What follows belongs to an exercise in optimizing a design on an open flow for small area, a short achievable clock period and few clock cycles per item; a production flow would make more cautious choices.
The RTL was checked by simulation tests, not by an equivalence proof against the original design.

==> flow/design.v (excerpt) <==
module winograd_tile (
    input  logic         clk,
    input  logic         rst_n,
    input  logic         in_valid,
    input  logic [255:0] tile,     
    input  logic [143:0] kernel,   
    output logic         in_ready,
    output logic         out_valid,
    output logic [63:0]  y         
);
==> flow/config.mk <==
export PLATFORM = sky130hd
export DESIGN_NAME = winograd_tile
export DESIGN_NICKNAME = winograd_tile
export VERILOG_FILES = /design/flow/design.v
export SDC_FILE = /design/flow/constraint.sdc
export NUM_CORES = 4
export LEC_CHECK = 0
export ABC_AREA = 1
export CAP_MARGIN = 25
export CORE_MARGIN = 2
export CORE_UTILIZATION = 58
export SLEW_MARGIN = 20
==> flow/constraint.sdc <==
create_clock -name core_clock -period 10.0 [get_ports {clk}]
set_input_delay 2.0000 -clock core_clock [delete_from_list [all_inputs] [get_ports {clk}]]
set_output_delay 2.0000 -clock core_clock [all_outputs]
set_load 0.01 [all_outputs]
standard.sh (not shown) runs the stock make flow with config.mk's settings and CLKGATE_MAP_FILE= SYNTH_SCRIPT=/design/flow/synth_recipe.tcl, a recipe that flattens the netlist after the stock synthesis.
==> flow/flow/run.sh <==
#!/bin/bash
# The standard layout (standard.sh), with three changes to how it is made
# (constraints and synthesis are unchanged):
#  1. After the standard synthesis, flow/invpush.py removes inverters around
#     the full-adder cells (FA(~a,~b,~c) = ~FA(a,b,c)); registers and ports
#     are untouched; then a gate followed
#     by an inverter becomes the complementary gate (xor2 <-> xnor2,
#     nand2 -> and2, nor2 -> or2), and half adders fed through
#     inverters become xor2/nor2 or xnor2/nor2b pairs.
#  2. Timing repair is asked to leave more setup slack than the 10 ns clock
#     needs, so that it speeds up the critical paths.
#  3. Every port is still buffered, with a plain buf_2 instead of the delay
#     cell that buffer_ports picks by default.
set -euo pipefail
cd "$(dirname "$0")/.."
export SETUP_SLACK_MARGIN=6.4
export BUFFER_PORTS_ARGS="-buffer_cell sky130_fd_sc_hd__buf_2"
R="$(pwd)/orfs/results/sky130hd/winograd_tile/base"
bash standard.sh synth > synth.log 2>&1
cp "$R/1_2_yosys.v" ./1_2_yosys_standard.v
python3 flow/invpush.py ./1_2_yosys_standard.v "$R/1_2_yosys.v" > invpush.log 2>&1
rm -f "$R/1_synth.odb" "$R/1_synth.sdc"
bash standard.sh > standard.log 2>&1
Other scripts of this flow, unchanged in this note and not shown: flow/flow/invpush.py
The first run went through all stages and came out clean.
Testbench counts at the start, summed over its fixed seeds: cycles 8,040, items 8,000.
Then changed:
--- a/flow/flow/run.sh
+++ b/flow/flow/run.sh
@@ -15,3 +15,3 @@
 cd "$(dirname "$0")/.."
-export SETUP_SLACK_MARGIN=6.4
+export SETUP_SLACK_MARGIN=6.35
 export BUFFER_PORTS_ARGS="-buffer_cell sky130_fd_sc_hd__buf_2"
The new run finished with timing, DRC and antenna clean.
Final cell count is about the same.
Global-route usage went up by 0.18 points.
Cell area went down by about 0.44%.
Via count went up by about 0.54%.
Count of clock-buffer cells in the layout went up by 6.
Setup slack is better by 0.026 ns.
Critical path depth went up by 2.
Then changed:
--- a/flow/flow/run.sh
+++ b/flow/flow/run.sh
@@ -15,3 +15,3 @@
 cd "$(dirname "$0")/.."
-export SETUP_SLACK_MARGIN=6.35
+export SETUP_SLACK_MARGIN=6.3
 export BUFFER_PORTS_ARGS="-buffer_cell sky130_fd_sc_hd__buf_2"
Settings changed: CORE_UTILIZATION 58 to 54.
The changed run completed with no timing, DRC or antenna violations.
Cell count climbs by about 1.6%.
Synthesized cell count stays the same.
Wire length came out higher by about 1.6%.
Design area fell by 0.33%.
First-iteration DRC count drops by about 8%.
Then changed:
Settings changed: CORE_UTILIZATION 54 to 58.
Effect: The changed run passed the timing, design-rule and antenna checks; worst setup slack improves by 0.016 ns; core utilization rose by 4.1 points; final area fell by about 0.6%; cell count fell by 1.9%; non-clock buffer count fell by 21.

Setup of epsilon:
winograd_tile again, from the RTL that the note above started with.
==> flow/config.mk <==
export PLATFORM = sky130hd
export DESIGN_NAME = winograd_tile
export DESIGN_NICKNAME = winograd_tile
export VERILOG_FILES = /design/flow/design.v
export SDC_FILE = /design/flow/constraint.sdc
export NUM_CORES = 4
export LEC_CHECK = 0
export ABC_AREA = 1
export CAP_MARGIN = 25
export CORE_MARGIN = 2
export CORE_UTILIZATION = 58
export SLEW_MARGIN = 20
==> flow/constraint.sdc <==
create_clock -name core_clock -period 10.0 [get_ports {clk}]
set_input_delay 2.0000 -clock core_clock [delete_from_list [all_inputs] [get_ports {clk}]]
set_output_delay 2.0000 -clock core_clock [all_outputs]
set_load 0.01 [all_outputs]
==> flow/flow/run.sh <==
#!/bin/bash
set -e
cd "$(dirname "$0")/.."
export SETUP_SLACK_MARGIN=6.3
export BUFFER_PORTS_ARGS="-buffer_cell sky130_fd_sc_hd__buf_2"
bash standard.sh > standard.log 2>&1
Testbench counts of epsilon, summed over its fixed seeds: cycles 8,040, items 8,000.
The inputs of gamma differ from those of epsilon as listed below.
==> flow/flow/run.sh <==
#!/bin/bash
set -e
cd "$(dirname "$0")/.."
export SETUP_SLACK_MARGIN=6.25
export BUFFER_PORTS_ARGS="-buffer_cell sky130_fd_sc_hd__buf_2"
bash standard.sh > standard.log 2>&1
--- a/flow/config.mk
+++ b/flow/config.mk
@@ -9,4 +9,4 @@
 export CAP_MARGIN = 25
 export CORE_MARGIN = 2
-export CORE_UTILIZATION = 58
+export CORE_UTILIZATION = 65
 export SLEW_MARGIN = 20
Notes after the runs:
Placed instance count, epsilon and gamma: higher on epsilon. Synthesis-to-finish area growth: gamma < epsilon. Lower core area among epsilon and gamma: gamma. gamma vs. epsilon: highest clock rate dropped 5.9%, initial cell density of the core climbed 7.3 points, fraction of the core area covered by cells at the end of the flow climbed 7.5 points.

[separate check: timing with driven ports]
Ports are ideal in the flow. The routed layouts listed here were re-timed in OpenROAD.
Step 1 sets driving cells, clkbuf_16 on the clock port and buf_2 on the other inputs (assumed; they add their load-dependent delay and slew).
Step 2 adds t to the input delays and takes it off the output delays; t is the mean of the earliest and latest rising clock arrival at the registers after step 1. Input paths then give back, and output paths get back, about the clock's delay inside the block.
a / b / c = ideal / step 1 / step 2; a / b = the first two.
run	t, ns	setup slack, ns	worst setup path after step 2	clock arrival spread, ns	worst register clock-pin slew, ns
the first run of note 1	1.036	6.356 / 6.356 / 5.553	input to register	0.097 / 0.097	0.07 / 0.07
the second run of note 1	1.032	6.383 / 6.383 / 5.433	input to register	0.064 / 0.065	0.07 / 0.07
the third run of note 1	1.042	6.318 / 6.342 / 5.319	input to register	0.062 / 0.062	0.08 / 0.08
the fourth run of note 1	1.038	6.334 / 6.334 / 5.441	input to register	0.070 / 0.071	0.08 / 0.08
epsilon	1.028	6.233 / 6.233 / 5.367	input to register	0.045 / 0.044	0.08 / 0.08
gamma	1.051	5.997 / 5.997 / 5.410	input to register	0.070 / 0.070	0.08 / 0.08
After both steps setup and hold are still met in every run listed. The setup slack of the third run of note 1, which loses most, moves by +0.024 ns with the drivers and by -0.999 ns with both steps.
